Background: an optimization exercise with open tools, aiming at small area, a short achievable clock period and few clock cycles per item. Do not read the settings as production practice. At most, simulation tests tie the RTL to the original design; equivalence was not proved. The RTL of runs 1 to 5 was laid out without a check of its function. Power figures rest on the tool's default switching activity, not on a simulated workload.

File: flow/config.mk
export PLATFORM = sky130hd
export DESIGN_NAME = fpadd
export DESIGN_NICKNAME = fpadd
export VERILOG_FILES = /design/flow/design.v
export SDC_FILE = /design/flow/constraint.sdc
export NUM_CORES = 4
export LEC_CHECK = 0
export ABC_AREA = 0
export CAP_MARGIN = 20
export CORE_MARGIN = 2
export CORE_UTILIZATION = 60
export SETUP_SLACK_MARGIN = 5
export SLEW_MARGIN = 20
File: flow/constraint.sdc
create_clock -name core_clock -period 13.0 [get_ports {clk}]
set_input_delay 2.6000 -clock core_clock [delete_from_list [all_inputs] [get_ports {clk}]]
set_output_delay 2.6000 -clock core_clock [all_outputs]
set_load 0.01 [all_outputs]
File: flow/design.v
module fpadd (
    clk, reset, start,
    a, b,
    sum,
    done,
    nan
);
    input clk, reset, start;
    input [31:0] a, b;
    output [31:0] sum;
    output done;
    output nan;
    wire        sa = a[31], sb = b[31];
    wire [7:0]  ea = a[30:23], eb = b[30:23];
    wire [22:0] fa = a[22:0], fb = b[22:0];
    wire fa_z = (fa == 23'd0);
    wire fb_z = (fb == 23'd0);
    wire ea_0 = (ea == 8'd0), eb_0 = (eb == 8'd0);
    wire ea_1 = (ea == 8'hff), eb_1 = (eb == 8'hff);
    wire za = ea_0 & fa_z, zb = eb_0 & fb_z;    
    wire ia = ea_1 & fa_z, ib = eb_1 & fb_z;    
    wire na = ea_1 & ~fa_z, nb = eb_1 & ~fb_z;  
    wire is_nan = na | nb;
    wire special = za | zb | ia | ib;
    wire pick_b = za | (~zb & ~ia);
    wire [8:0] dab = {1'b0, ea} - {1'b0, eb};
    wire [7:0] dba = eb - ea;
    wire       e_lt = dab[8];
    wire       e_eq = (ea == eb);
    wire       swap = special ? pick_b : e_lt;
    wire [7:0] d = e_lt ? dba : dab[7:0];
    wire [23:0] mx = swap ? {1'b1, fb} : {1'b1, fa};
    wire [23:0] my = swap ? {1'b1, fa} : {1'b1, fb};
    wire [7:0]  ex = swap ? eb : ea;
    wire        sub = (sa ^ sb) & ~special;
    wire        neg = sub & e_eq & (fa < fb);
    wire        sx = (swap ? sb : sa) ^ neg;
    wire kill = special | (d[7:5] != 3'd0);
    wire [23:0] ys = kill ? 24'd0 : (my >> d[4:0]);
    wire [23:0] yo = ys ^ {24{sub}};
    wire [23:0] p = mx ^ yo;
    wire [23:0] g = mx & yo;
    wire        cin = sub & ~neg;
    wire pg1_g = g[0] | (p[0] & cin);
    wire pg2_g = g[2] | (p[2] & g[1]);
    wire pg2_p = p[2] & p[1];
    wire pg3_g = g[4] | (p[4] & g[3]);
    wire pg3_p = p[4] & p[3];
    wire pg4_g = g[6] | (p[6] & g[5]);
    wire pg4_p = p[6] & p[5];
    wire pg5_g = g[8] | (p[8] & g[7]);
    wire pg5_p = p[8] & p[7];
    wire pg6_g = g[10] | (p[10] & g[9]);
    wire pg6_p = p[10] & p[9];
    wire pg7_g = g[12] | (p[12] & g[11]);
    wire pg7_p = p[12] & p[11];
    wire pg8_g = g[14] | (p[14] & g[13]);
    wire pg8_p = p[14] & p[13];
    wire pg9_g = g[16] | (p[16] & g[15]);
    wire pg9_p = p[16] & p[15];
    wire pg10_g = g[18] | (p[18] & g[17]);
    wire pg10_p = p[18] & p[17];
    wire pg11_g = g[20] | (p[20] & g[19]);
    wire pg11_p = p[20] & p[19];
    wire pg12_g = g[22] | (p[22] & g[21]);
    wire pg12_p = p[22] & p[21];
    wire pg13_g = g[1] | (p[1] & pg1_g);
    wire pg14_g = pg2_g | (pg2_p & pg1_g);
    wire pg15_g = g[5] | (p[5] & pg3_g);
    wire pg15_p = p[5] & pg3_p;
    wire pg16_g = pg4_g | (pg4_p & pg3_g);
    wire pg16_p = pg4_p & pg3_p;
    wire pg17_g = g[9] | (p[9] & pg5_g);
    wire pg17_p = p[9] & pg5_p;
    wire pg18_g = pg6_g | (pg6_p & pg5_g);
    wire pg18_p = pg6_p & pg5_p;
    wire pg19_g = g[13] | (p[13] & pg7_g);
    wire pg19_p = p[13] & pg7_p;
    wire pg20_g = pg8_g | (pg8_p & pg7_g);
    wire pg20_p = pg8_p & pg7_p;
    wire pg21_g = g[17] | (p[17] & pg9_g);
    wire pg21_p = p[17] & pg9_p;
    wire pg22_g = pg10_g | (pg10_p & pg9_g);
    wire pg22_p = pg10_p & pg9_p;
    wire pg23_g = g[21] | (p[21] & pg11_g);
    wire pg23_p = p[21] & pg11_p;
    wire pg24_g = pg12_g | (pg12_p & pg11_g);
    wire pg24_p = pg12_p & pg11_p;
    wire pg25_g = g[3] | (p[3] & pg14_g);
    wire pg26_g = pg3_g | (pg3_p & pg14_g);
    wire pg27_g = pg15_g | (pg15_p & pg14_g);
    wire pg28_g = pg16_g | (pg16_p & pg14_g);
    wire pg29_g = g[11] | (p[11] & pg18_g);
    wire pg29_p = p[11] & pg18_p;
    wire pg30_g = pg7_g | (pg7_p & pg18_g);
    wire pg30_p = pg7_p & pg18_p;
    wire pg31_g = pg19_g | (pg19_p & pg18_g);
    wire pg31_p = pg19_p & pg18_p;
    wire pg32_g = pg20_g | (pg20_p & pg18_g);
    wire pg32_p = pg20_p & pg18_p;
    wire pg33_g = g[19] | (p[19] & pg22_g);
    wire pg33_p = p[19] & pg22_p;
    wire pg34_g = pg11_g | (pg11_p & pg22_g);
    wire pg34_p = pg11_p & pg22_p;
    wire pg35_g = pg23_g | (pg23_p & pg22_g);
    wire pg35_p = pg23_p & pg22_p;
    wire pg36_g = pg24_g | (pg24_p & pg22_g);
    wire pg36_p = pg24_p & pg22_p;
    wire pg37_g = g[7] | (p[7] & pg28_g);
    wire pg38_g = pg5_g | (pg5_p & pg28_g);
    wire pg39_g = pg17_g | (pg17_p & pg28_g);
    wire pg40_g = pg18_g | (pg18_p & pg28_g);
    wire pg41_g = pg29_g | (pg29_p & pg28_g);
    wire pg42_g = pg30_g | (pg30_p & pg28_g);
    wire pg43_g = pg31_g | (pg31_p & pg28_g);
    wire pg44_g = pg32_g | (pg32_p & pg28_g);
    wire pg45_g = g[23] | (p[23] & pg36_g);
    wire pg45_p = p[23] & pg36_p;
    wire pg46_g = g[15] | (p[15] & pg44_g);
    wire pg47_g = pg9_g | (pg9_p & pg44_g);
    wire pg48_g = pg21_g | (pg21_p & pg44_g);
    wire pg49_g = pg22_g | (pg22_p & pg44_g);
    wire pg50_g = pg33_g | (pg33_p & pg44_g);
    wire pg51_g = pg34_g | (pg34_p & pg44_g);
    wire pg52_g = pg35_g | (pg35_p & pg44_g);
    wire pg53_g = pg36_g | (pg36_p & pg44_g);
    wire pg54_g = pg45_g | (pg45_p & pg44_g);
    wire [24:0] c;
    assign c[0] = cin;
    assign c[1] = pg1_g;
    assign c[2] = pg13_g;
    assign c[3] = pg14_g;
    assign c[4] = pg25_g;
    assign c[5] = pg26_g;
    assign c[6] = pg27_g;
    assign c[7] = pg28_g;
    assign c[8] = pg37_g;
    assign c[9] = pg38_g;
    assign c[10] = pg39_g;
    assign c[11] = pg40_g;
    assign c[12] = pg41_g;
    assign c[13] = pg42_g;
    assign c[14] = pg43_g;
    assign c[15] = pg44_g;
    assign c[16] = pg46_g;
    assign c[17] = pg47_g;
    assign c[18] = pg48_g;
    assign c[19] = pg49_g;
    assign c[20] = pg50_g;
    assign c[21] = pg51_g;
    assign c[22] = pg52_g;
    assign c[23] = pg53_g;
    assign c[24] = pg54_g;
    wire [24:0] r = {c[24] & ~sub, p ^ c[23:0] ^ {24{neg}}};
    reg [24:0] r_q;
    reg [7:0]  e_q;      
    reg        s_q;
    reg        nan_q;
    reg        done_q;
    always @(posedge clk) begin
        if (start) begin
            r_q   <= r;
            e_q   <= ex + 8'd1;
            s_q   <= sx;
            nan_q <= is_nan;
        end
        if (reset)
            done_q <= 1'b0;
        else if (start)
            done_q <= 1'b1;
    end
    wire        k4 = (r_q[24:9] == 16'd0) | nan_q;
    wire [24:0] n4 = k4 ? {r_q[8:0], 16'd0} : r_q;
    wire        k3 = (n4[24:17] == 8'd0) | nan_q;
    wire [24:0] n3 = k3 ? {n4[16:0], 8'd0} : n4;
    wire        k2 = (n3[24:21] == 4'd0);
    wire [24:0] n2 = k2 ? {n3[20:0], 4'd0} : n3;
    wire        k1 = (n2[24:23] == 2'd0);
    wire [24:0] n1 = k1 ? {n2[22:0], 2'd0} : n2;
    wire        k0 = ~n1[24];
    wire [24:0] rn = k0 ? {n1[23:0], 1'b0} : n1;
    wire        zero = ~rn[24] | nan_q;
    wire [7:0]  en = e_q - {3'd0, k4, k3, k2, k1, k0};
    assign sum  = {{9{~zero}} & {s_q, en}, rn[23:1]};
    assign nan  = nan_q;
    assign done = done_q;
endmodule
File: flow/run.sh
#!/bin/bash
# synth_recipe.tcl (not shown) runs the flow's synth.tcl, then flattens the netlist and writes it again
# the make line also repeats each setting of config.mk as NAME=value (left out here)
make -C /OpenROAD-flow-scripts/flow DESIGN_CONFIG=/design/flow/config.mk WORK_HOME=/design/flow/orfs CLKGATE_MAP_FILE= SYNTH_SCRIPT=/design/flow/synth_recipe.tcl finish
==> metrics.yaml, run 1 <==
htree_num_levels: 2
stdcell_count: 1210
setup_tns_ps: 0
avgSynthCellArea_um2: 8.70
final_area_um2: 10200
start_kind: "primary input"
antenna_found_initial: 0
grt_pass1_vias: 7530
clk-insertion-delay-late_ps: 280
drive_gt1_frac: 0.277
report.final.slew_viol_count: 0
hold_path.class: "reg -> reg"
synth_seq_cells: 36
fillers: 770
skew_ps: 0
cp_max_fo: 5
crit_path_end_kind: "register"
die_area_um2: 13700
numCtsBuffers: 5
portBuffers: 100
dp_cells: 1118
cap_violations: 0
ys.warnings.count: 1
synth_nets: 1021
worstPathArrival_ps: 8100
p_clk_frac: 0.080
p_per_area_nw_per_um2: 140
leakagePower_nw: 4.53
detail-route-antenna-nets: 0
dp.final_hpwl_mm: 18.7
critPathKind: "in -> reg"
cts_tree: "yes"
first_pass_iters: 6
combPwrFrac: 0.761
period_share: 0.621
synth.top_cell.area_share: 0.137
placed_cell_area_um2: 8740
drt-total-wl_mm: 27.3
synth.largest_area_cell: "edfxtp_1"
synthArstFlopShare: 0
die_x_um: 117
start_util: 0.610
intPower_mw: 0.781
gp_congestion: 0.956
synth-edff-count: 35
status: "timing/DRC/antenna clean"
hold-worst-slack_ps: 473
grt_max_degree: 37
synthCells: 881
vdd_drop_max_mv: 0.0794
drc_errors: 0
hold_viol: 0
ys_types: 92
grt_pass1_wl_mm: 39.1
track_usage: 0.371
nets: 1178
clock-sinks: 36
synth.top_cells.by_area: "edfxtp_1 14%, ha_1 11%, mux2i_1 8.7%"
ys.flop_type: "edfxtp_1"
worstMarginPinSlew_ps: 736
diodes: 0
switchingPower_mw: 0.650
cts-root-buf: "clkbuf_16"
die_h_um: 117
vias: 8102
cp.required_ps: 13020
ctsLongestPathBuffers: 2
core-area_um2: 12600
yosysSeqAreaShare: 0.140
vias_per_cell: 6.70
overflow: 0
syn_area_um2: 7670
clkTransAtPathRegs_ps: 60
post-route-min-period_ps: 8080
finalSetupViolCount: 0
synthToLayoutAreaGrowth_pct: 33.2
io_pins: 101
fmax_mhz: 124
wl_per_cell_um: 22.6
drt_iter0_drc: 890
fp-row-count: 41
slew_headroom: 0.509
p_seq_frac: 0.159
rsz0062_at_grt: "true"
swShare: 0.454
## worst paths after layout
check / start / endpoint / slack, ps / cells past startpoint
worst max-delay path: a[10] / r_q[23]$_DFFE_PP_ / 4920 / 23
worst min-delay path: done_q$_SDFFE_PP0P_ / done_q$_SDFFE_PP0P_ / 470 / 2
worst max register to register: done_q$_SDFFE_PP0P_ / done_q$_SDFFE_PP0P_ / 12450 / 2
worst min register to register: done_q$_SDFFE_PP0P_ / done_q$_SDFFE_PP0P_ / 470 / 2
## cells in the mapped netlist, types with 16 or more instances
master,count
o21ai_0,39
edfxtp_1,35
nor2_1,52
xor2_1,29
a21oi_1,52
a21o_1,31
mux2_2,30
inv_1,58
nor3_1,24
nor4_1,17
nand3_1,21
buf_2,20
clkbuf_1,16
ha_1,65
mux2i_1,67
nand2_1,68
xnor2_1,55
## registers in the layout, summed over array words and instances (netlist names)
register  cells
done_q        1
e_q           8
s_q           1
r_q          25
nan_q         1
## power groups by stage
| stage | registers [mW] | logic (mW) | clock network [mW] |
|---|---|---|---|
| 6_report | 0.227 | 1.09 | 0.114 |
| 5_1_grt | 0.229 | 1.15 | 0.119 |
| 4_1_cts | 0.230 | 0.960 | 0.115 |
| 3_5_place_dp | 0.228 | 0.885 | 0 |
| 3_3_place_gp | 0.227 | 0.859 | 0 |
| 2_1_floorplan | 0.208 | 0.624 | 0 |
## kinds of logic after synthesis
| logic type | after synthesis | synth area share |
|---|---|---|
| multiplexers | 127 | 0.215 |
| adder cells (fa/ha/maj) | 73 | 0.127 |
| flip-flops | 36 | 0.140 |
| AO/OA/AOI/OAI | 208 | 0.193 |
| buffers and inverters | 104 | 0.0597 |
| XOR/XNOR | 86 | 0.102 |
| AND/OR/NAND/NOR | 247 | 0.164 |
## per-layer routing
layer	track usage	wire length [um]
met5	0	0
met4	0.175	1470
met3	0.0644	2410
met2	0.630	13300
met1	0.459	10200
## cell usage in the layout, fill, tap and decap left out, drive strengths merged, types with 4 or more instances in the layout
cell / count
buf: 94
nand2: 69
mux2i: 69
ha: 65
inv: 60
xnor2: 57
a21oi: 54
nor2: 53
o21ai: 49
clkdlybuf4s50: 38
edfxtp: 35
mux2: 35
a21o: 31
dlymetal6s2s: 29
xor2: 29
clkbuf: 28
nor3: 24
mux4: 23
nand3: 21
nor4: 20
nand4: 10
and2: 10
dlygate4sd2: 9
a22o: 8
fa: 8
nor2b: 7
and3: 7
a32oi: 7
nand2b: 5
nor3b: 5
o211ai: 5
a31oi: 5
o21a: 4
a211o: 4
a211oi: 4
or2: 4
o22ai: 4
## what timing repair did
item                                    in CTS  in global routing
pin swaps                                   33                 64
resized for setup                          115                141
cloned                                       3                  2
endpoints found under the setup margin      32                 17
setup buffers                               43                 37
hold buffers                                 0                  0
endpoints found under the hold margin        0                  0
## metrics by stage
stage	power (mW)	worst slack, ps	util
after floorplan	0.832	5000	-
after global placement	1.09	3220	0.695
after detailed placement	1.11	3020	0.695
after CTS	1.31	4980	0.766
after global routing	1.50	4820	0.813
final	1.43	4920	0.813
## final cells by class
| class | instances | area, um^2 | share of cell area |
|---|---|---|---|
| Sequential cell | 36 | 1070 | 0.105 |
| Clock inverter | 2 | 12.5 | 0.00122 |
| Timing Repair Buffer | 194 | 1840 | 0.180 |
| Tap cell | 172 | 215 | 0.0211 |
| Clock buffer | 5 | 125 | 0.0122 |
| Multi-Input combinational cell | 741 | 6720 | 0.658 |
| Inverter | 60 | 233 | 0.0228 |
## critical path, cell delays in order
cell,delay [ps]
clkdlybuf4s50_1,520
nor4_2,230
nand2_1,150
or3_4,410
a31oi_4,320
buf_6,190
buf_16,130
mux4_2,550
mux4_2,510
a32oi_1,160
nand2_1,110
xor2_1,170
ha_2,210
a21oi_2,150
o21ai_2,100
or3_4,360
o21ai_2,140
o211ai_1,130
a31o_2,250
a31o_4,240
a21oi_4,200
o21bai_4,110
xnor2_1,150
==> run 2, diff against run 1 <==
--- a/flow/config.mk
+++ b/flow/config.mk
@@ -5,7 +5,7 @@
 export SDC_FILE = /design/flow/constraint.sdc
 export NUM_CORES = 4
 export LEC_CHECK = 0
-export ABC_AREA = 0
+export ABC_AREA = 1
 export CAP_MARGIN = 20
 export CORE_MARGIN = 2
 export CORE_UTILIZATION = 60
==> metrics.yaml, run 2 <==
nets: 1565  # +33%
die_x_um: 119  # +1.4%
vdd_drop_max_mv: 0.0724  # -8.8%
drt_iter0_drc: 861  # -3.3%
cts_tree: "yes"
final_common_cell: "nand2_1"
leakagePower_nw: 4.68  # +3.3%
synthArstFlopShare: 0  # unchanged
vias_per_cell: 5.72  # -15%
critPathSlowestCell: "clkdlybuf4s50_1"
p_per_area_nw_per_um2: 127  # -9.5%
track_usage: 0.341  # -0.0298
ctsLongestPathBuffers: 2  # unchanged
cp_num_cells: 30  # +30%
cap_violations: 0  # unchanged
core-area_um2: 12700  # +1.2%
post-route-min-period_ps: 7810  # -273 ps
synthCells: 1345  # +53%
period_share: 0.600  # -0.0210
avgSynthCellArea_um2: 5.87  # -33%
synth_seq_cells: 36  # unchanged
drt-total-wl_mm: 24.9  # -8.8%
first_pass_iters: 6  # unchanged
cp_common_cell: "nand2_1"
cp.required_ps: 13020  # about the same
cp_max_fo: 10  # +5
most-common-layout-cells: "432 x nand2_1, 212 x nand3_1, 131 x inv_1"
synth.top_cell.area_share: 0.207  # +0.0704
p_seq_frac: 0.167  # +0.008
hold_path.class: "reg -> reg"
status: "timing/DRC/antenna clean"
synth.largest_area_cell: "nand2_1"
hold-worst-slack_ps: 474  # +0.569 ps
cts-root-buf: "clkbuf_16"
postCtsHoldBufs: 0  # unchanged
start_kind: "primary input"
hold_viol: 0  # unchanged
rsz0062_at_grt: "true"
htree_num_levels: 2  # unchanged
crit_buf_inv: 5  # +2
largest-register: "r_q"
detail-route-antenna-nets: 0  # unchanged
setup_tns_ps: 0  # unchanged
antenna_found_initial: 0  # unchanged
synth.most_common_cell: "nand2_1"
yosysSeqAreaShare: 0.136  # -0.00392
ys_types: 47  # -49%
combPwrFrac: 0.719  # -0.042
skew_ps: 0  # unchanged
report.final.slew_viol_count: 0  # unchanged
ys.warnings.count: 1  # unchanged
p_clk_frac: 0.114  # +0.034
worstPathArrival_ps: 7830  # -270 ps
wl_per_cell_um: 15.6  # -31%
clock-sinks: 36  # unchanged
dp.final_hpwl_mm: 19.4  # +3.5%
overflow: 0  # unchanged
portBuffers: 100  # unchanged
drive_gt1_frac: 0.0666  # -0.211
synthToLayoutAreaGrowth_pct: 19.7
slew_headroom: 0.447  # -0.0615
synth-edff-count: 35  # unchanged
start_util: 0.620  # +0.0100
grt_pass1_vias: 8331  # +11%
synth_nets: 1485  # +45%
top_regs: "r_q (25), e_q (8)"
io_pins: 101  # unchanged
grt_max_degree: 62  # +68%
syn_area_um2: 7890  # +2.9%
vias: 9140  # +13%
largest_register_ffs: 25  # unchanged
drc_errors: 0  # unchanged
ys.flop_type: "edfxtp_1"
switchingPower_mw: 0.589  # -9.4%
swShare: 0.492  # +0.0377
fp-row-count: 41  # unchanged
clk-insertion-delay-late_ps: 280  # about the same
synth.top_cells.by_area: "nand2_1 21%, nand3_1 14%, edfxtp_1 13%"
clkTransAtPathRegs_ps: 60  # about the same
die_h_um: 119  # +1.4%
r2r.worst_path.cells: 2  # unchanged
numCtsBuffers: 5  # unchanged
fmax_mhz: 128  # +3.5%
max_stage_delay_ps: 550  # about the same
diodes: 0  # unchanged
grt_pass1_wl_mm: 39.2  # +0.25%
worstMarginPinSlew_ps: 821  # +85.3 ps
finalSetupViolCount: 0  # unchanged
intPower_mw: 0.608  # -22%
hold_depth: 2  # unchanged
critPathKind: "in -> reg"
crit_path_end_kind: "register"
path_delay_family: "simple AND/OR/NAND/NOR gates"
synthTopCellsByCount: "436 x nand2_1, 215 x nand3_1, 136 x inv_1"
die_area_um2: 14100  # +2.8%
gp_congestion: 0.969  # +1.3%
## run 2: cell types whose count changed after synthesis, sizes merged, moves of 20 or more
cell,change
xnor2,-49
xor2,+40
mux4,-23
mux2i,-69
nor2,+49
mux2,-35
a21o,-27
nand2,+377
nor3,-20
nand3,+195
o21ai,+29
inv,+81
## run 2: cell families after synthesis
family	after synthesis	synth area share
xor gates and xnor gates	77	0.0855
buffers and inverters	199	0.104
AOI/OAI and AO/OA	148	0.104
DFF	36	0.136
and+or+nand+nor	812	0.447
adders and majority gates	73	0.123
## run 2: final timing paths
| check | start | endpoint | slack [ps] |
|---|---|---|---|
| max | a[26] | r_q[15]$_DFFE_PP_ | 5190 |
| min | done_q$_SDFFE_PP0P_ | done_q$_SDFFE_PP0P_ | 470 |
| max reg2reg | done_q$_SDFFE_PP0P_ | done_q$_SDFFE_PP0P_ | 12450 |
| min reg2reg | done_q$_SDFFE_PP0P_ | done_q$_SDFFE_PP0P_ | 470 |
## run 2: metal layers
layer | part of all wire | track usage | routed length [um]
met5 | 0 | 0 | 0
met1 | 0.39 | 0.390 | 9810
met3 | 0.064 | 0.0425 | 1600
met4 | 0.070 | 0.228 | 1750
met2 | 0.47 | 0.593 | 11800
## run 2: power groups by stage
stage / registers (mW) / logic [mW] / clock network [mW]
CTS: 0.199 / 0.825 / 0.137
detailed placement: 0.201 / 0.805 / 0
global route: 0.203 / 0.954 / 0.142
finish: 0.200 / 0.861 / 0.136
floorplan: 0.190 / 0.578 / 0
global placement: 0.199 / 0.792 / 0
## run 2: cell type report
type / count / area (um^2)
timing repair inverter: 2 / 10.0
inverter: 143 / 561
multi-input combinational: 1115 / 6200
fill: 1130 / 3280
clock buffer: 6 / 129
tap: 172 / 215
clock inverter: 2 / 35.0
timing repair buffer: 122 / 1220
sequential: 36 / 1070
## run 2: worst min-delay path: cells and delay by family (launching register included)
family | cells | cell delay (ps)
flops | 1 | 320
simple gates | 2 | 110
## run 2: timing repair
item | CTS | global route
setup buffers | 8 | 7
endpoints found under the setup margin | 21 | 21
cloned | 5 | 3
endpoints found under the hold margin | 0 | 0
resized for setup | 18 | 35
pin swaps | 3 | 3
## run 2: metrics by stage
stage / setup WS, ps / utilization / area, um^2 / cells / power (mW)
finish: 5190 / 0.742 / 9440 / 1598 / 1.20
global route: 4850 / 0.742 / 9440 / 1598 / 1.30
CTS: 5000 / 0.723 / 9190 / 1588 / 1.16
detailed placement: 3730 / 0.697 / 8870 / 1567 / 1.01
global placement: 3970 / 0.697 / 8870 / 1567 / 0.991
floorplan: 5920 / - / 7890 / 1345 / 0.768
==> run 3, diff against run 2 <==
==> flow/flow/run.sh (new file) <==
#!/bin/bash
# Standard layout, with port buffers of type buf_1 instead of the default choice.
set -euo pipefail
bash standard.sh BUFFER_PORTS_ARGS="-buffer_cell sky130_fd_sc_hd__buf_1" finish > standard_flow.log 2>&1
==> flow/standard.sh (new file) <==
#!/bin/bash
# synth_recipe.tcl (not shown) runs the flow's synth.tcl, then flattens the netlist and writes it again
# the make line also repeats each setting of config.mk as NAME=value (left out here)
make -C /OpenROAD-flow-scripts/flow DESIGN_CONFIG=/design/flow/config.mk WORK_HOME=/design/flow/orfs CLKGATE_MAP_FILE= SYNTH_SCRIPT=/design/flow/synth_recipe.tcl "${@:-finish}"
removed: flow/run.sh
==> metrics.yaml, run 3 <==
ys_types: 47  # unchanged
setup_tns_ps: 0  # unchanged
cp.required_ps: 13020  # about the same
cp_common_cell: "nand2_1"
largest_register_ffs: 25  # unchanged
leakagePower_nw: 4.33  # -7.5%
cap_violations: 0  # unchanged
fp-row-count: 41  # unchanged
cts_tree: "yes"
ctsLongestPathBuffers: 2  # unchanged
grt_max_degree: 89  # +44%
synth.largest_area_cell: "nand2_1"
synthToLayoutAreaGrowth_pct: 8.77
grt_pass1_wl_mm: 37.8  # -3.7%
synthCells: 1345  # unchanged
skew_ps: 0  # unchanged
synth.top_cells.by_area: "nand2_1 21%, nand3_1 14%, edfxtp_1 13%"
fmax_mhz: 131  # +2.4%
synth-edff-count: 35  # unchanged
status: "timing/DRC/antenna clean"
hold_viol: 0  # unchanged
switchingPower_mw: 0.572  # -2.9%
most-common-layout-cells: "434 x nand2_1, 215 x nand3_1, 133 x inv_1"
synth.most_common_cell: "nand2_1"
rsz0062_at_grt: "false"
crit_path_end_kind: "register"
drive_gt1_frac: 0.0517  # -0.0150
final_common_cell: "nand2_1"
ys.flop_type: "edfxtp_1"
synthArstFlopShare: 0  # unchanged
detail-route-antenna-nets: 0  # unchanged
path_delay_family: "simple AND/OR/NAND/NOR gates"
vdd_drop_max_mv: 0.0872  # +20%
fillers: 1257  # +11%
clk-insertion-delay-late_ps: 280  # about the same
diodes: 0  # unchanged
synth_nets: 1485  # unchanged
portBuffers: 100  # unchanged
overflow: 0  # unchanged
swShare: 0.528  # +0.0363
gp_congestion: 1.00  # +3.5%
yosysSeqAreaShare: 0.136  # unchanged
finalSetupViolCount: 0  # unchanged
antenna_found_initial: 0  # unchanged
largest-register: "r_q"
die_area_um2: 14100  # unchanged
drt_iter0_drc: 779  # -9.5%
synth_seq_cells: 36  # unchanged
core-area_um2: 12700  # unchanged
die_x_um: 119  # unchanged
numCtsBuffers: 5  # unchanged
grt_pass1_vias: 8102  # -2.7%
start_kind: "primary input"
slew_headroom: 0.385  # -0.0620
avgSynthCellArea_um2: 5.87  # unchanged
io_pins: 101  # unchanged
vias_per_cell: 5.71  # -0.11%
report.final.slew_viol_count: 0  # unchanged
critPathKind: "in -> reg"
synth.top_cell.area_share: 0.207  # unchanged
drc_errors: 0  # unchanged
vias: 9056  # -0.92%
clock-sinks: 36  # unchanged
p_seq_frac: 0.185  # +0.018
cts-root-buf: "clkbuf_16"
postCtsHoldBufs: 0  # unchanged
p_clk_frac: 0.106  # -0.008
intPower_mw: 0.511  # -16%
drt-total-wl_mm: 23.7  # -4.9%
crit_buf_inv: 6  # +1
combPwrFrac: 0.708  # -0.011
placed_cell_area_um2: 8250  # -7.0%
period_share: 0.586  # -0.0142
critPathSlowestCell: "fa_1"
post-route-min-period_ps: 7620  # -185 ps
worstMarginPinSlew_ps: 922  # +101 ps
die_h_um: 119  # unchanged
dp.final_hpwl_mm: 18.9  # -2.5%
max_stage_delay_ps: 430  # -120 ps
final_area_um2: 8580  # -9.1%
syn_area_um2: 7890  # unchanged
top_regs: "r_q (25), e_q (8)"
start_util: 0.620  # unchanged
htree_num_levels: 2  # unchanged
nets: 1552  # -0.83%
first_pass_iters: 8  # +2
hold_path.class: "reg -> reg"
wl_per_cell_um: 15.0  # -4.1%
synthTopCellsByCount: "436 x nand2_1, 215 x nand3_1, 136 x inv_1"
ys.warnings.count: 1  # unchanged
worstPathArrival_ps: 7640  # -190 ps
clkTransAtPathRegs_ps: 50  # about the same
p_per_area_nw_per_um2: 126  # -0.47%
cp_max_fo: 29  # +19
track_usage: 0.327  # -0.0141
-- run 3: cell counts after synthesis --
No cell type changed its count.
-- run 3: per-stage QoR --
stage | std cells | worst slack (ps) | utilization | hold WS, ps | total power [mW]
6_report | 1585 | 5380 | 0.674 | 474 | 1.08
5_1_grt | 1585 | 5010 | 0.674 | 536 | 1.19
4_1_cts | 1575 | 5010 | 0.661 | 482 | 1.06
3_5_place_dp | 1567 | 4280 | 0.648 | 469 | 0.935
3_3_place_gp | 1567 | 4480 | 0.648 | 459 | 0.923
2_1_floorplan | 1345 | 5920 | - | 503 | 0.768
-- run 3: power by group through the flow --
| stage | registers [mW] | clock network, mW | logic [mW] |
|---|---|---|---|
| 2_1_floorplan | 0.190 | 0 | 0.578 |
| 3_3_place_gp | 0.202 | 0 | 0.722 |
| 3_5_place_dp | 0.202 | 0 | 0.734 |
| 4_1_cts | 0.200 | 0.118 | 0.739 |
| 5_1_grt | 0.204 | 0.123 | 0.868 |
| 6_report | 0.201 | 0.115 | 0.767 |
-- run 3: worst reg2reg max path, stage by stage (launching register included) --
cell,delay (ps)
dfxtp_1,300
nor2_1,90
nor2_1,60
-- run 3: cells by family after synthesis --
kind of cell,after synthesis,share of synthesized area
flops,36,0.136
xor+xnor,77,0.0855
compound gates,148,0.104
fa+ha+maj,73,0.123
simple gates,812,0.447
buf+inv,199,0.104
-- run 3: worst paths after layout --
| kind | from | to | slack [ps] | cells past startpoint |
|---|---|---|---|---|
| min | done_q$_SDFFE_PP0P_ | done_q$_SDFFE_PP0P_ | 470 | 2 |
| max | a[28] | r_q[15]$_DFFE_PP_ | 5380 | 31 |
| max reg2reg | done_q$_SDFFE_PP0P_ | done_q$_SDFFE_PP0P_ | 12440 | 2 |
| min reg2reg | done_q$_SDFFE_PP0P_ | done_q$_SDFFE_PP0P_ | 470 | 2 |
-- run 3: per-layer routing --
metal  part of all wire  up-vias  GRT usage  wire, um
met5                  0        -          0         0
met4              0.057        0      0.173      1340
met3              0.064       86     0.0381      1520
met2               0.48      399      0.588     11400
met1               0.40     4021      0.377      9490
li1                   -     4550          -         -
-- run 3: area by class of cell --
cell class	instances	area (um^2)	area share
multi-input cells	1112	6090	0.710
clock inverters	2	11.3	0.00131
well taps	172	215	0.0251
repair buffers	113	507	0.0591
inverters	143	552	0.0643
clock buffers	6	129	0.0150
flip-flops and latches	36	1070	0.125
repair inverters	1	5.00	0.000583
-- run 3: repair_timing --
item	in CTS	in global routing
gates cloned	0	4
gates resized for setup	5	24
setup buffers	0	6
pin swaps	0	3
setup endpoints to repair	15	18
endpoints found under the hold margin	0	0
==> run 4, diff against run 3 <==
==> flow/flow/run.sh (replaced) <==
#!/bin/bash
# Standard layout, with port buffers of type buf_2 instead of the default choice.
set -euo pipefail
bash standard.sh BUFFER_PORTS_ARGS="-buffer_cell sky130_fd_sc_hd__buf_2" finish > standard_flow.log 2>&1
==> metrics.yaml, run 4 <==
status: "timing/DRC/antenna clean"
p_per_area_nw_per_um2: 125  # -0.86%
wl_per_cell_um: 15.0  # +0.26%
yosysSeqAreaShare: 0.136  # unchanged
numCtsBuffers: 5  # unchanged
synthAdderAreaFrac: 0.123  # unchanged
syn_area_um2: 7890  # unchanged
total_power_mw: 1.08  # about the same
postCtsHoldBufs: 0  # unchanged
drive_gt1_frac: 0.114  # +0.0625
top_usage_layer: "met2"
synthArstFlopShare: 0  # unchanged
setup_tns_ps: 0  # unchanged
gp_congestion: 0.983  # -2.0%
cp_common_cell: "nand2_1"
skew_ps: 0  # unchanged
hold_path.class: "reg -> reg"
use_met2: 0.580  # -0.00826
fin_util: 0.680  # +0.00600
drt-total-wl_mm: 23.7  # about the same
diodes: 0  # unchanged
vdd_drop_max_mv: 0.0749  # -14%
slew_headroom: 0.402  # +0.0165
r2r.worst_path.cells: 2  # unchanged
dp.final_hpwl_mm: 18.9  # about the same
cts-root-buf: "clkbuf_16"
first_pass_iters: 5  # -3
ys.warnings.count: 1  # unchanged
rsz0062_at_grt: "false"
vias_per_cell: 5.66  # -0.89%
synth.top_cells.by_area: "nand2_1 21%, nand3_1 14%, edfxtp_1 13%"
overflow: 0  # unchanged
antenna_found_initial: 0  # unchanged
crit_path_end_kind: "register"
clk-insertion-delay-late_ps: 280  # about the same
die_area_um2: 14100  # unchanged
start_util: 0.620  # unchanged
clkTransAtPathRegs_ps: 50  # about the same
use_met3: 0.0381  # unchanged
ctsLongestPathBuffers: 2  # unchanged
fp-row-count: 41  # unchanged
fmax_mhz: 130  # -0.78%
synth.most_common_cell: "nand2_1"
track_usage: 0.327  # about the same
period_share: 0.591  # +0.00459
grt_pass1_vias: 8092  # -0.12%
synth-edff-count: 35  # unchanged
register_area_um2: 1070  # unchanged
drt_iter0_drc: 776  # -0.39%
synthToLayoutAreaGrowth_pct: 9.74
largest_register_ffs: 25  # unchanged
cp.required_ps: 13010  # about the same
hold_viol: 0  # unchanged
grt_pass1_wl_mm: 38.0  # +0.53%
synthMuxAreaShare: 0  # unchanged
synth_seq_cells: 36  # unchanged
post-route-min-period_ps: 7680  # +59.7 ps
fillers: 1269  # +0.95%
synth_xor_area_frac: 0.0855  # unchanged
cap_violations: 0  # unchanged
avgSynthCellArea_um2: 5.87  # unchanged
most-common-layout-cells: "434 x nand2_1, 215 x nand3_1, 134 x inv_1"
synth.top_cell.area_share: 0.207  # unchanged
synth.largest_area_cell: "nand2_1"
cts_tree: "yes"
htree_num_levels: 2  # unchanged
synth_nets: 1485  # unchanged
r2r_slack_ps: 12440  # about the same
hold-worst-slack_ps: 480  # +6.20 ps
ys_types: 47  # unchanged
io_pins: 101  # unchanged
multi_input_area_um2: 6090  # about the same
max_stage_delay_ps: 430  # about the same
top_regs: "r_q (25), e_q (8)"
finalSetupViolCount: 0  # unchanged
drc_errors: 0  # unchanged
worstMarginPinSlew_ps: 889  # -32.9 ps
synth_compound_area_frac: 0.104  # unchanged
synthTopCellsByCount: "436 x nand2_1, 215 x nand3_1, 136 x inv_1"
detail-route-antenna-nets: 0  # unchanged
nets: 1549  # -0.19%
start_kind: "primary input"
ys.flop_type: "edfxtp_1"
yosys.area_share.simple: 0.447  # unchanged
portBuffers: 100  # unchanged
critPathSlowestCell: "fa_1"
clock-sinks: 36  # unchanged
report.final.slew_viol_count: 0  # unchanged
globalRouteMet1Util: 0.384  # +0.00676
final_common_cell: "nand2_1"
synthCells: 1345  # unchanged
core-area_um2: 12700  # unchanged
die_x_um: 119  # unchanged
worstPathArrival_ps: 7690  # +50 ps
leakagePower_nw: 4.60  # +6.3%
synth_top_family_by_area: "simple AND/OR/NAND/NOR gates"
grt_max_degree: 61  # -31%
die_h_um: 119  # unchanged
hold_depth: 2  # unchanged
largest-register: "r_q"
vias: 8958  # -1.1%
critPathKind: "in -> reg"
cp_max_fo: 60  # +110%
run 4: cells by family (layout without fill, tap and decap cells):
logic type               count (synthesis)  after routing
AND/OR/NAND/NOR                        812            815
flip-flops                              36             36
AO/OA/AOI/OAI                          148            148
adder cells (fa/ha/maj)                 73             73
buffers and inverters                  199            261
XOR/XNOR                                77             77
run 4: worst paths after layout:
kind,from,end
worst max-delay path,a[23],r_q[15]$_DFFE_PP_
worst min register to register,done_q$_SDFFE_PP0P_,done_q$_SDFFE_PP0P_
worst min-delay path,done_q$_SDFFE_PP0P_,done_q$_SDFFE_PP0P_
worst max register to register,done_q$_SDFFE_PP0P_,done_q$_SDFFE_PP0P_
run 4: report_power, final:
group,switching (mW),internal (mW)
combinational,0.499,0.270
clock,0.0429,0.0703
sequential,0.0212,0.179
total,0.564,0.519
run 4: critical path, delay by kind of cell:
family / cells / cell delay [ps]
AOI/OAI and AO/OA: 3 / 630
xor gates and xnor gates: 1 / 170
adders and majority gates: 4 / 1460
buffers and inverters: 4 / 470
and+or+nand+nor: 22 / 2390
run 4: layout make-up:
cell class                 instances  area share
clock inverter                     2     0.00130
timing repair buffer             108      0.0675
sequential                        36       0.124
inverter                         143      0.0633
clock buffer                       6      0.0149
multi-input combinational       1113       0.703
timing repair inverter             2     0.00116
tap                              172      0.0249
run 4: metrics by stage:
step	instance area, um^2	setup slack, ps	cells
2_1_floorplan	7890	5920	1345
3_3_place_gp	8370	4350	1567
3_5_place_dp	8370	4210	1567
4_1_cts	8530	5040	1576
5_1_grt	8660	4950	1582
6_report	8660	5320	1582
run 4: timing repair:
action / in CTS / in global routing
setup endpoints to repair: 18 / 18
pin swaps: 1 / 1
gates cloned: 1 / 4
setup buffers: 0 / 2
gates resized for setup: 5 / 19
run 4: per-layer routing:
layer | vias to the layer above | wire (um) | share of wire
met4 | 0 | 1240 | 0.052
met1 | 4010 | 9820 | 0.41
met2 | 336 | 11300 | 0.48
met5 | - | 0 | 0
met3 | 79 | 1350 | 0.057
li1 | 4533 | - | -
==> run 5, diff against run 4 <==
==> flow/flow/run.sh (replaced) <==
#!/bin/bash
# Standard layout, with buf_1 port buffers and a larger setup repair margin.
set -euo pipefail
bash standard.sh BUFFER_PORTS_ARGS="-buffer_cell sky130_fd_sc_hd__buf_1" SETUP_SLACK_MARGIN=8 finish > standard_flow.log 2>&1
==> metrics.yaml, run 5 <==
status: "stopped before the end"
haltStage: "global routing"
error: "[ERROR DPL-0038] Utilization greater than 100%, impossible to legalize"
synthCells: 1345  # unchanged
synth-edff-count: 35  # unchanged
synth_nets: 1485  # unchanged
yosys.area_share.simple: 0.447  # unchanged
fp-row-count: 41  # unchanged
synth.top_cells.by_area: "nand2_1 21%, nand3_1 14%, edfxtp_1 13%"
postCtsHoldBufs: 0  # unchanged
syn_area_um2: 7890  # unchanged
synth_compound_area_frac: 0.104  # unchanged
synthAdderAreaFrac: 0.123  # unchanged
ctsLongestPathBuffers: 2  # unchanged
synth_top_family_by_area: "simple AND/OR/NAND/NOR gates"
grt_max_degree: 45
numCtsBuffers: 5  # unchanged
synthArstFlopShare: 0  # unchanged
clock-sinks: 36  # unchanged
placed_cell_area_um2: 8640  # +3.2%
synth.top_cell.area_share: 0.207  # unchanged
yosysSeqAreaShare: 0.136  # unchanged
ys_types: 47  # unchanged
synth.largest_area_cell: "nand2_1"
htree_num_levels: 2  # unchanged
avgSynthCellArea_um2: 5.87  # unchanged
portBuffers: 100  # unchanged
dp.final_hpwl_mm: 19.0  # +0.51%
start_util: 0.620  # unchanged
synth.most_common_cell: "nand2_1"
synth_xor_area_frac: 0.0855  # unchanged
synth_seq_cells: 36  # unchanged
synthMuxAreaShare: 0  # unchanged
die_h_um: 119  # unchanged
grt_repair_worst_endpoint: "r_q[23]$_DFFE_PP_/D"
gp_congestion: 0.987  # +0.45%
ys.warnings.count: 1  # unchanged
dp_cells: 1563  # -0.26%
endpoint_type: "sequential cell input"
io_pins: 101  # unchanged
ys.flop_type: "edfxtp_1"
synthTopCellsByCount: "436 x nand2_1, 215 x nand3_1, 136 x inv_1"
pre_cts_ws_ps: 4530  # +325 ps
die_x_um: 119  # unchanged
cts-root-buf: "clkbuf_16"
[run 5: cell counts after synthesis]
Identical to the previous run, type by type.
[run 5: cells by family after synthesis]
group	after synthesis
adder cells (fa/ha/maj)	73
flip-flops	36
XOR/XNOR	77
buffers and inverters	199
AND/OR/NAND/NOR	812
AO/OA/AOI/OAI	148
[run 5: timing repair]
| action | in CTS |
|---|---|
| buffers inserted | 94 |
| hold endpoints to repair | 0 |
| cloned | 26 |
| resized for setup | 302 |
| endpoints found under the setup margin | 66 |
| pin swaps | 118 |
[run 5: power groups by stage]
stage          clock network [mW]  logic [mW]  registers (mW)
2_1_floorplan                   0       0.651           0.190
3_3_place_gp                    0       0.783           0.202
3_5_place_dp                    0       0.798           0.203
4_1_cts                     0.119        1.10           0.200
[run 5: worst min path at each step]
stage | from | endpoint | slack (ps) | depth (start not counted)
CTS | done_q$_SDFFE_PP0P_ | done_q$_SDFFE_PP0P_ | 500 | 2
floorplan | done_q$_SDFFE_PP0P_ | done_q$_SDFFE_PP0P_ | 500 | 2
global placement | done_q$_SDFFE_PP0P_ | done_q$_SDFFE_PP0P_ | 460 | 2
detailed placement | done_q$_SDFFE_PP0P_ | done_q$_SDFFE_PP0P_ | 500 | 2
==> run 6, diff against run 5 <==
--- a/flow/design.v
+++ b/flow/design.v
@@ -27,20 +27,22 @@
     wire [7:0] dba = eb - ea;
     wire       e_lt = dab[8];
     wire       e_eq = (ea == eb);
-    wire       swap = special ? pick_b : e_lt;
     wire [7:0] d = e_lt ? dba : dab[7:0];
+    wire        swap = special ? pick_b : e_lt;
     wire [23:0] mx = swap ? {1'b1, fb} : {1'b1, fa};
     wire [23:0] my = swap ? {1'b1, fa} : {1'b1, fb};
     wire [7:0]  ex = swap ? eb : ea;
     wire        sub = (sa ^ sb) & ~special;
-    wire        neg = sub & e_eq & (fa < fb);
-    wire        sx = (swap ? sb : sa) ^ neg;
+    wire        sx0 = swap ? sb : sa;
     wire kill = special | (d[7:5] != 3'd0);
     wire [23:0] ys = kill ? 24'd0 : (my >> d[4:0]);
     wire [23:0] yo = ys ^ {24{sub}};
     wire [23:0] p = mx ^ yo;
     wire [23:0] g = mx & yo;
+    wire        neg = sub & e_eq & (fa < fb);
+    wire        sx = sx0 ^ neg;
     wire        cin = sub & ~neg;
+    wire [23:0] pn = p ^ {24{neg}};
     wire pg1_g = g[0] | (p[0] & cin);
     wire pg2_g = g[2] | (p[2] & g[1]);
     wire pg2_p = p[2] & p[1];
@@ -125,33 +127,8 @@
     wire pg52_g = pg35_g | (pg35_p & pg44_g);
     wire pg53_g = pg36_g | (pg36_p & pg44_g);
     wire pg54_g = pg45_g | (pg45_p & pg44_g);
-    wire [24:0] c;
-    assign c[0] = cin;
-    assign c[1] = pg1_g;
-    assign c[2] = pg13_g;
-    assign c[3] = pg14_g;
-    assign c[4] = pg25_g;
-    assign c[5] = pg26_g;
-    assign c[6] = pg27_g;
-    assign c[7] = pg28_g;
-    assign c[8] = pg37_g;
-    assign c[9] = pg38_g;
-    assign c[10] = pg39_g;
-    assign c[11] = pg40_g;
-    assign c[12] = pg41_g;
-    assign c[13] = pg42_g;
-    assign c[14] = pg43_g;
-    assign c[15] = pg44_g;
-    assign c[16] = pg46_g;
-    assign c[17] = pg47_g;
-    assign c[18] = pg48_g;
-    assign c[19] = pg49_g;
-    assign c[20] = pg50_g;
-    assign c[21] = pg51_g;
-    assign c[22] = pg52_g;
-    assign c[23] = pg53_g;
-    assign c[24] = pg54_g;
-    wire [24:0] r = {c[24] & ~sub, p ^ c[23:0] ^ {24{neg}}};
+    wire [24:0] c = {pg54_g, pg53_g, pg52_g, pg51_g, pg50_g, pg49_g, pg48_g, pg47_g, pg46_g, pg44_g, pg43_g, pg42_g, pg41_g, pg40_g, pg39_g, pg38_g, pg37_g, pg28_g, pg27_g, pg26_g, pg25_g, pg14_g, pg13_g, pg1_g, cin};
+    wire [24:0] r = {c[24] & ~sub, pn ^ c[23:0]};
     reg [24:0] r_q;
     reg [7:0]  e_q;      
     reg        s_q;
@@ -169,18 +146,17 @@
         else if (start)
             done_q <= 1'b1;
     end
-    wire        k4 = (r_q[24:9] == 16'd0) | nan_q;
-    wire [24:0] n4 = k4 ? {r_q[8:0], 16'd0} : r_q;
-    wire        k3 = (n4[24:17] == 8'd0) | nan_q;
-    wire [24:0] n3 = k3 ? {n4[16:0], 8'd0} : n4;
-    wire        k2 = (n3[24:21] == 4'd0);
-    wire [24:0] n2 = k2 ? {n3[20:0], 4'd0} : n3;
-    wire        k1 = (n2[24:23] == 2'd0);
-    wire [24:0] n1 = k1 ? {n2[22:0], 2'd0} : n2;
-    wire        k0 = ~n1[24];
-    wire [24:0] rn = k0 ? {n1[23:0], 1'b0} : n1;
+    reg [4:0] lz;
+    integer i;
+    always @(*) begin
+        lz = 5'd25;
+        for (i = 0; i < 25; i = i + 1)
+            if (r_q[i]) lz = 5'd24 - i;
+    end
+    wire [4:0]  k = nan_q ? 5'd24 : lz;
+    wire [24:0] rn = r_q << k;
     wire        zero = ~rn[24] | nan_q;
-    wire [7:0]  en = e_q - {3'd0, k4, k3, k2, k1, k0};
+    wire [7:0]  en = e_q - {3'd0, k};
     assign sum  = {{9{~zero}} & {s_q, en}, rn[23:1]};
     assign nan  = nan_q;
     assign done = done_q;
==> flow/flow/run.sh (replaced) <==
#!/bin/bash
# Standard layout with extra ORFS settings: BUFFER_PORTS_ARGS="-buffer_cell sky130_fd_sc_hd__buf_1"
set -euo pipefail
bash standard.sh BUFFER_PORTS_ARGS="-buffer_cell sky130_fd_sc_hd__buf_1" finish > standard_flow.log 2>&1
==> metrics.yaml, run 6 <==
status: "timing/DRC/antenna clean"
hold_path.class: "reg -> reg"
use_met3: 0.0294
top_regs: "r_q (25), e_q (8)"
synth.largest_area_cell: "nand2_1"
vdd_drop_max_mv: 0.0508
hold_viol: 0
synth_nets: 1391  # -6.3%
path_cells: "buf_1 > inv_1 > ha_1 > fa_1 > o21ai_2 > nand2_2 > nand2_4 > mux2i_1 > xor2_1 > nand2_2 > a21oi_1 > xor2_1 > ha_1 > a21oi_1 > nor2_1 > nor2_1 > nor2_1 > nor3_1 > nand2_2 > nand3b_1 > nand2_1 > nor2_1 > nor2_1"
final_common_cell: "nand2_1"
globalRouteMet1Util: 0.428
period_share: 0.559
synth_compound_area_frac: 0.172  # +0.0686
synth-edff-count: 35  # unchanged
leakagePower_nw: 3.85
core-area_um2: 12600
syn_area_um2: 7670  # -2.8%
portBuffers: 100  # unchanged
synth.top_cells.by_area: "nand2_1 17%, edfxtp_1 14%, ha_1 11%"
synthTopCellsByCount: "345 x nand2_1, 144 x inv_1, 121 x nand3_1"
setup_slack_ps: 5730
avgSynthCellArea_um2: 6.11  # +4.2%
numCtsBuffers: 5  # unchanged
cp_max_fo: 14
largest-register: "r_q"
vias: 8189
cap_violations: 0
ys.flop_type: "edfxtp_1"
synth.top_cell.area_share: 0.169  # -0.0386
postCtsHoldBufs: 0  # unchanged
die_x_um: 117  # -1.4%
report.final.slew_viol_count: 0
fmax_mhz: 138
skew_ps: 0
dp.final_hpwl_mm: 16.9  # -11%
drive_gt1_frac: 0.0568
use_met2: 0.498
start_util: 0.610  # -0.0100
cp.required_ps: 13020
grt_max_degree: 93
drt-total-wl_mm: 20.6
largest_register_ffs: 25
die_h_um: 117  # -1.4%
max_stage_delay_ps: 730
crit_path_end_kind: "register"
worstMarginPinSlew_ps: 891
pre_cts_ws_ps: 4870  # +339 ps
ys.warnings.count: 1  # unchanged
stdcell_count: 1494
cp_common_cell: "nor2_1"
rsz0062_at_grt: "false"
first_pass_iters: 5
io_pins: 101  # unchanged
synth.most_common_cell: "nand2_1"
vias_per_cell: 5.48
synth_xor_area_frac: 0.0889  # +0.00345
die_area_um2: 13700
p_per_area_nw_per_um2: 127
gp_congestion: 0.975  # -1.2%
post-route-min-period_ps: 7270
worstPathArrival_ps: 7290
slew_headroom: 0.405
total_power_mw: 1.05
finalSetupViolCount: 0
antenna_found_initial: 1
most-common-layout-cells: "345 x nand2_1, 144 x inv_1, 121 x nand3_1"
ctsLongestPathBuffers: 2  # unchanged
synthCells: 1254  # -6.8%
detail-route-antenna-nets: 0
grt_pass1_vias: 7067
cts-root-buf: "clkbuf_16"
clock-sinks: 36  # unchanged
overflow: 0
htree_num_levels: 2  # unchanged
r2r_slack_ps: 12430
setup_tns_ps: 0
critPathKind: "in -> reg"
track_usage: 0.305
top_usage_layer: "met2"
drt_iter0_drc: 609
yosys.area_share.simple: 0.366  # -0.0814
cts_tree: "yes"
clk-insertion-delay-late_ps: 280
critPathSlowestCell: "xor2_1"
yosysSeqAreaShare: 0.140  # +0.00392
ys_types: 52  # +11%
fp-row-count: 41  # unchanged
synthMuxAreaShare: 0.00783  # +0.00783
drc_errors: 0
synthToLayoutAreaGrowth_pct: 7.73
dp_cells: 1484  # -5.1%
synthAdderAreaFrac: 0.117  # -0.00623
synth_seq_cells: 36  # unchanged
fin_util: 0.657
synthArstFlopShare: 0  # unchanged
synth_top_family_by_area: "simple AND/OR/NAND/NOR gates"
clkTransAtPathRegs_ps: 50
nets: 1457
start_kind: "primary input"
grt_pass1_wl_mm: 33.7
wl_per_cell_um: 13.8
-- run 6: area by class of cell --
cell class                 instances  area (um^2)
clock inverter                     2         15.0
timing repair buffer             108          449
sequential                        36         1070
tap                              172          215
multi-input combinational       1014         5790
inverter                         155          582
fill                            1249         4310
antenna                            1         2.50
clock buffer                       6          139
-- run 6: kinds of logic after synthesis --
| logic type | count (synthesis) |
|---|---|
| AOI/OAI and AO/OA | 221 |
| xor gates and xnor gates | 77 |
| adders and majority gates | 70 |
| buffers and inverters | 204 |
| DFF | 36 |
| muxes | 6 |
| and+or+nand+nor | 640 |
-- run 6: metal layers --
layer	wire length, um	up-vias	share of wire
li1	-	4314	-
met5	0	-	0
met3	885	30	0.043
met2	9340	249	0.45
met1	9790	3596	0.48
met4	541	0	0.026
-- run 6: report_power, final --
part	total [mW]	switching (mW)	internal (mW)
combinational	0.722	0.472	0.250
clock	0.120	0.0439	0.0760
sequential	0.206	0.0264	0.180
total	1.05	0.543	0.506
-- run 6: repair_timing --
item,CTS,global route
resized for setup,0,4
setup endpoints to repair,0,20
buffers inserted,0,1
-- run 6: critical path, delay by kind of cell --
family,cells,cell delay [ps]
adder cells (fa/ha/maj),3,940
AO/OA/AOI/OAI,3,690
XOR/XNOR,2,890
AND/OR/NAND/NOR,12,1590
buffers and inverters,2,240
multiplexers,1,310
-- run 6: stage by stage --
step | hold WS, ps | area, um^2
5_1_grt | 521 | 8260
3_5_place_dp | 483 | 8080
6_report | 493 | 8260
4_1_cts | 496 | 8230
3_3_place_gp | 455 | 8080
2_1_floorplan | 503 | 7670
-- run 6: worst paths after layout --
| kind | from | cells past startpoint | endpoint |
|---|---|---|---|
| worst min register to register | done_q$_SDFFE_PP0P_ | 2 | done_q$_SDFFE_PP0P_ |
| worst max register to register | done_q$_SDFFE_PP0P_ | 2 | done_q$_SDFFE_PP0P_ |
| worst max-delay path | a[23] | 23 | r_q[24]$_DFFE_PP_ |
| worst min-delay path | done_q$_SDFFE_PP0P_ | 2 | done_q$_SDFFE_PP0P_ |
Testbench counts of run 6, summed over its fixed seeds: cycles 48,000, items 24,000.
==> run 7, diff against run 6 <==
--- a/flow/config.mk
+++ b/flow/config.mk
@@ -9,5 +9,6 @@
 export CAP_MARGIN = 20
 export CORE_MARGIN = 2
 export CORE_UTILIZATION = 60
+export CTS_BUF_LIST = sky130_fd_sc_hd__clkbuf_4 sky130_fd_sc_hd__clkbuf_8
 export SETUP_SLACK_MARGIN = 5
 export SLEW_MARGIN = 20
==> metrics.yaml, run 7 <==
p_per_area_nw_per_um2: 123  # -3.0%
largest-register: "r_q"
worstMarginPinSlew_ps: 889  # -2.60 ps
synth.largest_area_cell: "nand2_1"
ys.warnings.count: 1  # unchanged
ctsLongestPathBuffers: 2  # unchanged
antenna_found_initial: 1  # unchanged
final_area_um2: 8200  # -0.68%
placed_cell_area_um2: 8080  # unchanged
first_pass_iters: 6  # +1
syn_area_um2: 7670  # unchanged
r2r_slack_ps: 12430  # about the same
total_power_mw: 1.01  # -3.7%
synthCells: 1254  # unchanged
clk-insertion-delay-late_ps: 290  # about the same
synthTopCellsByCount: "345 x nand2_1, 144 x inv_1, 121 x nand3_1"
top_regs: "r_q (25), e_q (8)"
gp_congestion: 0.975  # unchanged
slew_headroom: 0.407  # +0.00174
vias: 8173  # -0.20%
r2r-start: "done_q$_SDFFE_PP0P_"
final_common_cell: "nand2_1"
start_kind: "primary input"
hold_viol: 0  # unchanged
wl_per_cell_um: 13.7  # -0.37%
synth.top_cells.by_area: "nand2_1 17%, edfxtp_1 14%, ha_1 11%"
grt_pass1_vias: 7055  # -0.17%
io_pins: 101  # unchanged
synth_nets: 1391  # unchanged
report.final.slew_viol_count: 0  # unchanged
start_util: 0.610  # unchanged
track_usage: 0.305  # about the same
nets: 1457  # unchanged
worstHoldStart: "done_q$_SDFFE_PP0P_"
detail-route-antenna-nets: 0  # unchanged
skew_ps: 0  # unchanged
period_share: 0.558  # -0.000956
whs_endpoint: "done_q$_SDFFE_PP0P_"
cts_tree: "yes"
rr_endpoint: "done_q$_SDFFE_PP0P_"
critPathSlowestCell: "xor2_1"
fmax_mhz: 138  # +0.17%
grt_pass1_wl_mm: 33.6  # -0.25%
synthToLayoutAreaGrowth_pct: 7.00
die_area_um2: 13700  # unchanged
largest_register_ffs: 25  # unchanged
synth.top_cell.area_share: 0.169  # unchanged
die_x_um: 117  # unchanged
synth-edff-count: 35  # unchanged
overflow: 0  # unchanged
drc_errors: 0  # unchanged
clock-sinks: 36  # unchanged
hold_depth: 2  # unchanged
most-common-layout-cells: "345 x nand2_1, 144 x inv_1, 121 x nand3_1"
portBuffers: 100  # unchanged
ys.flop_type: "edfxtp_1"
drt_iter0_drc: 546  # -10%
max_stage_delay_ps: 730  # about the same
crit_path_end_kind: "register"
die_h_um: 117  # unchanged
synth_seq_cells: 36  # unchanged
vdd_drop_max_mv: 0.0464  # -8.8%
r2r.worst_path.cells: 2  # unchanged
dp.final_hpwl_mm: 16.9  # unchanged
grt_max_degree: 93  # unchanged
avgSynthCellArea_um2: 6.11  # unchanged
path_cells: "buf_1 > inv_1 > ha_1 > fa_1 > o21ai_2 > nand2_2 > nand2_4 > mux2i_1 > xor2_1 > nand2_2 > a21oi_1 > xor2_1 > ha_1 > a21oi_1 > nor2_1 > nor2_1 > nor2_1 > nor3_1 > nand2_2 > nand3b_1 > nand2_1 > nor2_1 > nor2_1"
status: "timing/DRC/antenna clean"
yosysSeqAreaShare: 0.140  # unchanged
synthArstFlopShare: 0  # unchanged
leakagePower_nw: 3.83  # -0.67%
core-area_um2: 12600  # unchanged
hold-worst-slack_ps: 489  # -4.43 ps
numCtsBuffers: 5  # unchanged
vias_per_cell: 5.47  # -0.20%
finalSetupViolCount: 0  # unchanged
clkTransAtPathRegs_ps: 70  # +20 ps
synth.most_common_cell: "nand2_1"
post-route-min-period_ps: 7260  # -12.4 ps
cp_max_fo: 14  # unchanged
cp.required_ps: 13040  # +20 ps
cts-root-buf: "clkbuf_8"
cap_violations: 0  # unchanged
drt-total-wl_mm: 20.5  # -0.37%
rsz0062_at_grt: "false"
worstPathArrival_ps: 7300  # about the same
critPathKind: "in -> reg"
cp_common_cell: "nor2_1"
fp-row-count: 41  # unchanged
ys_types: 52  # unchanged
setup_tns_ps: 0  # unchanged
drive_gt1_frac: 0.0568  # unchanged
htree_num_levels: 2  # unchanged
hold_path.class: "reg -> reg"
-- run 7: cell counts after synthesis --
No cell type changed its count.
-- run 7: logic make-up after synthesis --
| family | Yosys count | share of synthesized area |
|---|---|---|
| and+or+nand+nor | 640 | 0.366 |
| muxes | 6 | 0.00783 |
| adders and majority gates | 70 | 0.117 |
| xor gates and xnor gates | 77 | 0.0889 |
| AOI/OAI and AO/OA | 221 | 0.172 |
| DFF | 36 | 0.140 |
| buffers and inverters | 204 | 0.108 |
-- run 7: repair_timing --
action / in CTS / in global routing
setup buffers: 0 / 1
setup endpoints to repair: 0 / 20
gates resized for setup: 0 / 4
hold buffers: 0 / 0
-- run 7: power by group --
part           switching [mW]  total [mW]  internal (mW)
logic                   0.472       0.722          0.250
registers              0.0262       0.206          0.179
clock network          0.0392      0.0820         0.0428
total                   0.537        1.01          0.472
-- run 7: worst max-delay path by stage --
stage | cells after the start | start | to
CTS | 32 | a[23] | r_q[24]$_DFFE_PP_
global placement | 32 | a[23] | r_q[24]$_DFFE_PP_
floorplan | 34 | a[23] | r_q[24]$_DFFE_PP_
finish | 23 | a[23] | r_q[24]$_DFFE_PP_
detailed placement | 32 | a[23] | r_q[24]$_DFFE_PP_
global route | 32 | a[23] | r_q[24]$_DFFE_PP_
-- run 7: routing by layer --
metal,vias to the layer above,part of all wire,global-route usage
li1,4311,-,-
met1,3597,0.47,0.423
met2,230,0.45,0.496
met3,35,0.045,0.0345
met4,0,0.032,0.106
met5,-,0,0
-- run 7: through the flow --
step,setup WS (ps),util,std cells
after floorplan,6410,-,1254
after global placement,4980,0.643,1484
after detailed placement,4870,0.643,1484
after CTS,5170,0.651,1492
after global routing,5180,0.653,1493
final,5740,0.653,1494
-- run 7: critical path: cells and delay by family --
family,cells,cell delay [ps]
AO/OA/AOI/OAI,3,710
buffers and inverters,2,260
XOR/XNOR,2,890
AND/OR/NAND/NOR,12,1590
adder cells (fa/ha/maj),3,940
multiplexers,1,310
-- run 7: cell type report --
cell class / instances / area (um^2)
Sequential cell: 36 / 1070
Clock buffer: 6 / 82.6
Fill cell: 1258 / 4360
Timing Repair Buffer: 108 / 449
Inverter: 155 / 582
Antenna cell: 1 / 2.50
Clock inverter: 2 / 15.0
Multi-Input combinational cell: 1014 / 5790
Tap cell: 172 / 215
==> run 8, diff against run 7 <==
--- a/flow/config.mk
+++ b/flow/config.mk
@@ -8,7 +8,7 @@
 export ABC_AREA = 1
 export CAP_MARGIN = 20
 export CORE_MARGIN = 2
-export CORE_UTILIZATION = 60
+export CORE_UTILIZATION = 50
 export CTS_BUF_LIST = sky130_fd_sc_hd__clkbuf_4 sky130_fd_sc_hd__clkbuf_8
 export SETUP_SLACK_MARGIN = 5
 export SLEW_MARGIN = 20
==> metrics.yaml, run 8 <==
synthArstFlopShare: 0  # unchanged
io_pins: 101  # unchanged
clkTransAtPathRegs_ps: 70  # about the same
grt_pass1_wl_mm: 34.9  # +3.9%
die_x_um: 128  # +9.2%
synth.top_cell.area_share: 0.169  # unchanged
multi_input_area_um2: 5800  # +0.22%
largest_register_ffs: 25  # unchanged
final_common_cell: "nand2_1"
synth.largest_area_cell: "nand2_1"
grt_max_degree: 68  # -27%
synthCells: 1254  # unchanged
period_share: 0.573  # +0.0143
overflow: 0  # unchanged
start_util: 0.508  # -0.102
cts_tree: "yes"
drt_iter0_drc: 501  # -8.2%
r2r-start: "done_q$_SDFFE_PP0P_"
ys.warnings.count: 1  # unchanged
vdd_drop_max_mv: 0.0497  # +7.3%
hold_viol: 0  # unchanged
swShare: 0.526  # -0.00628
p_per_area_nw_per_um2: 124  # +1.1%
dp.final_hpwl_mm: 18.0  # +6.6%
synth.top_cells.by_area: "nand2_1 17%, edfxtp_1 14%, ha_1 11%"
synthToLayoutAreaGrowth_pct: 7.67
top_regs: "r_q (25), e_q (8)"
stdcell_count: 1512  # +1.2%
p_seq_frac: 0.201  # -0.003
numCtsBuffers: 5  # unchanged
avgSynthCellArea_um2: 6.11  # unchanged
synth-edff-count: 35  # unchanged
post-route-min-period_ps: 7440  # +186 ps
worstHoldStart: "done_q$_SDFFE_PP0P_"
fillers: 1632  # +30%
leakagePower_nw: 3.85  # +0.53%
report.final.slew_viol_count: 0  # unchanged
status: "timing/DRC/antenna clean"
skew_ps: 0  # unchanged
die_h_um: 128  # +9.2%
ctsLongestPathBuffers: 2  # unchanged
fmax_mhz: 134  # -2.5%
htree_num_levels: 2  # unchanged
rsz0062_at_grt: "false"
cts-root-buf: "clkbuf_8"
crit_path_end_kind: "register"
intPower_mw: 0.487  # +3.1%
hold_path.class: "reg -> reg"
most-common-layout-cells: "345 x nand2_1, 144 x inv_1, 121 x nand3_1"
first_pass_iters: 5  # -1
largest-register: "r_q"
ys.flop_type: "edfxtp_1"
drt-total-wl_mm: 21.6  # +5.3%
drive_gt1_frac: 0.0589  # +0.00214
synth_seq_cells: 36  # unchanged
antenna_found_initial: 0  # -1
synth.most_common_cell: "nand2_1"
synth_nets: 1391  # unchanged
cap_violations: 0  # unchanged
crit_start: "a[23]"
syn_area_um2: 7670  # unchanged
start_kind: "primary input"
max_stage_delay_ps: 420  # -310 ps
dp_cells: 1502  # +1.2%
clk-insertion-delay-late_ps: 280  # about the same
cp_max_fo: 67  # +53
nets: 1460  # +0.21%
detail-route-antenna-nets: 0  # unchanged
worstPathArrival_ps: 7470  # +170 ps
combPwrFrac: 0.707  # -0.008
wl_per_cell_um: 14.3  # +4.0%
drc_errors: 0  # unchanged
worstMarginPinSlew_ps: 916  # +27.6 ps
die_area_um2: 16300  # +19%
cp.required_ps: 13020  # -20 ps
core-area_um2: 15100  # +20%
portBuffers: 100  # unchanged
yosysSeqAreaShare: 0.140  # unchanged
register_area_um2: 1070  # unchanged
clock-sinks: 36  # unchanged
hold-worst-slack_ps: 475  # -14.2 ps
gp_congestion: 0.939  # -3.7%
switchingPower_mw: 0.540  # +0.57%
grt_pass1_vias: 7137  # +1.2%
p_clk_frac: 0.092  # +0.011
finalSetupViolCount: 0  # unchanged
ys_types: 52  # unchanged
vias_per_cell: 5.36  # -2.0%
slew_headroom: 0.387  # -0.0198
diodes: 0  # -1
setup_tns_ps: 0  # unchanged
critPathSlowestCell: "fa_1"
vias: 8104  # -0.84%
cp_common_cell: "nand2_1"
synthTopCellsByCount: "345 x nand2_1, 144 x inv_1, 121 x nand3_1"
fp-row-count: 45  # +9.8%
track_usage: 0.261  # -0.0443
critPathKind: "in -> reg"
run 8: timing repair:
action | 4_1_cts | 5_1_grt
setup buffers | 0 | 0
hold buffers | 0 | 0
cloned | 1 | 1
resized for setup | 0 | 4
pin swaps | 1 | 1
endpoints found under the setup margin | 8 | 18
hold endpoints to repair | 0 | 0
run 8: path summary, 6_finish.rpt:
kind,endpoint,slack [ps],depth (start not counted)
min,done_q$_SDFFE_PP0P_,470,2
min reg2reg,done_q$_SDFFE_PP0P_,470,2
max,r_q[24]$_DFFE_PP_,5560,35
max reg2reg,done_q$_SDFFE_PP0P_,12440,2
run 8: layer usage:
metal,up-vias,part of all wire,GRT usage
met5,-,0,0
met4,0,0.015,0.0556
met3,17,0.038,0.0167
met2,163,0.46,0.439
met1,3606,0.49,0.369
li1,4318,-,-
run 8: worst max-delay path: cells and delay by family:
family | cells | cell delay (ps)
buffers and inverters | 5 | 700
and+or+nand+nor | 20 | 1740
AOI/OAI and AO/OA | 7 | 1430
adders and majority gates | 3 | 950
run 8: final cells by class:
cell class / instances / share of cell area
Clock buffer: 5 / 0.00834
Clock inverter: 3 / 0.00515
Inverter: 155 / 0.0705
Multi-Input combinational cell: 1016 / 0.702
Sequential cell: 36 / 0.130
Tap cell: 188 / 0.0285
Timing Repair Buffer: 109 / 0.0553
run 8: per-stage QoR:
stage / util / instance area [um^2] / power (mW) / setup slack [ps]
floorplan: - / 7670 / 0.763 / 6410
global placement: 0.538 / 8110 / 0.927 / 4690
detailed placement: 0.538 / 8110 / 0.927 / 4590
CTS: 0.546 / 8230 / 1.03 / 5260
global route: 0.547 / 8260 / 1.14 / 5020
finish: 0.547 / 8260 / 1.03 / 5560
run 8: logic make-up after synthesis:
| family | share of synthesized area |
|---|---|
| buffers and inverters | 0.108 |
| flip-flops | 0.140 |
| AND/OR/NAND/NOR | 0.366 |
| adder cells (fa/ha/maj) | 0.117 |
| multiplexers | 0.00783 |
| AO/OA/AOI/OAI | 0.172 |
| XOR/XNOR | 0.0889 |
run 8: power groups by stage:
stage | clock network, mW | registers (mW) | logic (mW)
floorplan | 0 | 0.200 | 0.563
global placement | 0 | 0.208 | 0.718
detailed placement | 0 | 0.209 | 0.718
CTS | 0.0975 | 0.206 | 0.722
global route | 0.103 | 0.212 | 0.825
finish | 0.0945 | 0.207 | 0.726

re-timing with driven ports:
In the flow no input, the clock included, has a driving cell. The finished layouts below were timed again as built, in two steps.
Step 1: set_driving_cell puts a clkbuf_16 on clk and a buf_2 on each other input, an assumption about the parent block.
Step 2 moves the port delays by t, midway between the first and last clock arrival at a register: inputs arrive t later, outputs are due t later. That takes back most of the time a late clock gives input paths.
Three values: ideal, step 1, step 2; two values: the first two.
run | shift t [ns] | setup WS [ns] | hold WS [ns] | worst data-port slew with drivers (ns)
run 1 | 0.321 | 4.921 / 4.940 / 4.619 | 0.473 / 0.473 / 0.473 | 0.05
run 2 | 0.328 | 5.194 / 5.215 / 4.888 | 0.474 / 0.474 / 0.474 | 0.05
run 3 | 0.324 | 5.380 / 5.398 / 5.074 | 0.474 / 0.474 / 0.474 | 0.03
run 4 | 0.317 | 5.320 / 5.330 / 5.013 | 0.480 / 0.480 / 0.480 | 0.04
run 6 | 0.312 | 5.730 / 5.740 / 5.428 | 0.493 / 0.493 / 0.493 | 0.07
run 7 | 0.315 | 5.742 / 5.745 / 5.431 | 0.489 / 0.489 / 0.489 | 0.07
run 8 | 0.311 | 5.556 / 5.566 / 5.254 | 0.475 / 0.475 / 0.475 | 0.07
After both steps setup and hold are still met in every run listed. For run 7, which loses most, drivers alone change the setup slack by +0.003 ns; drivers and shift together by -0.311 ns.
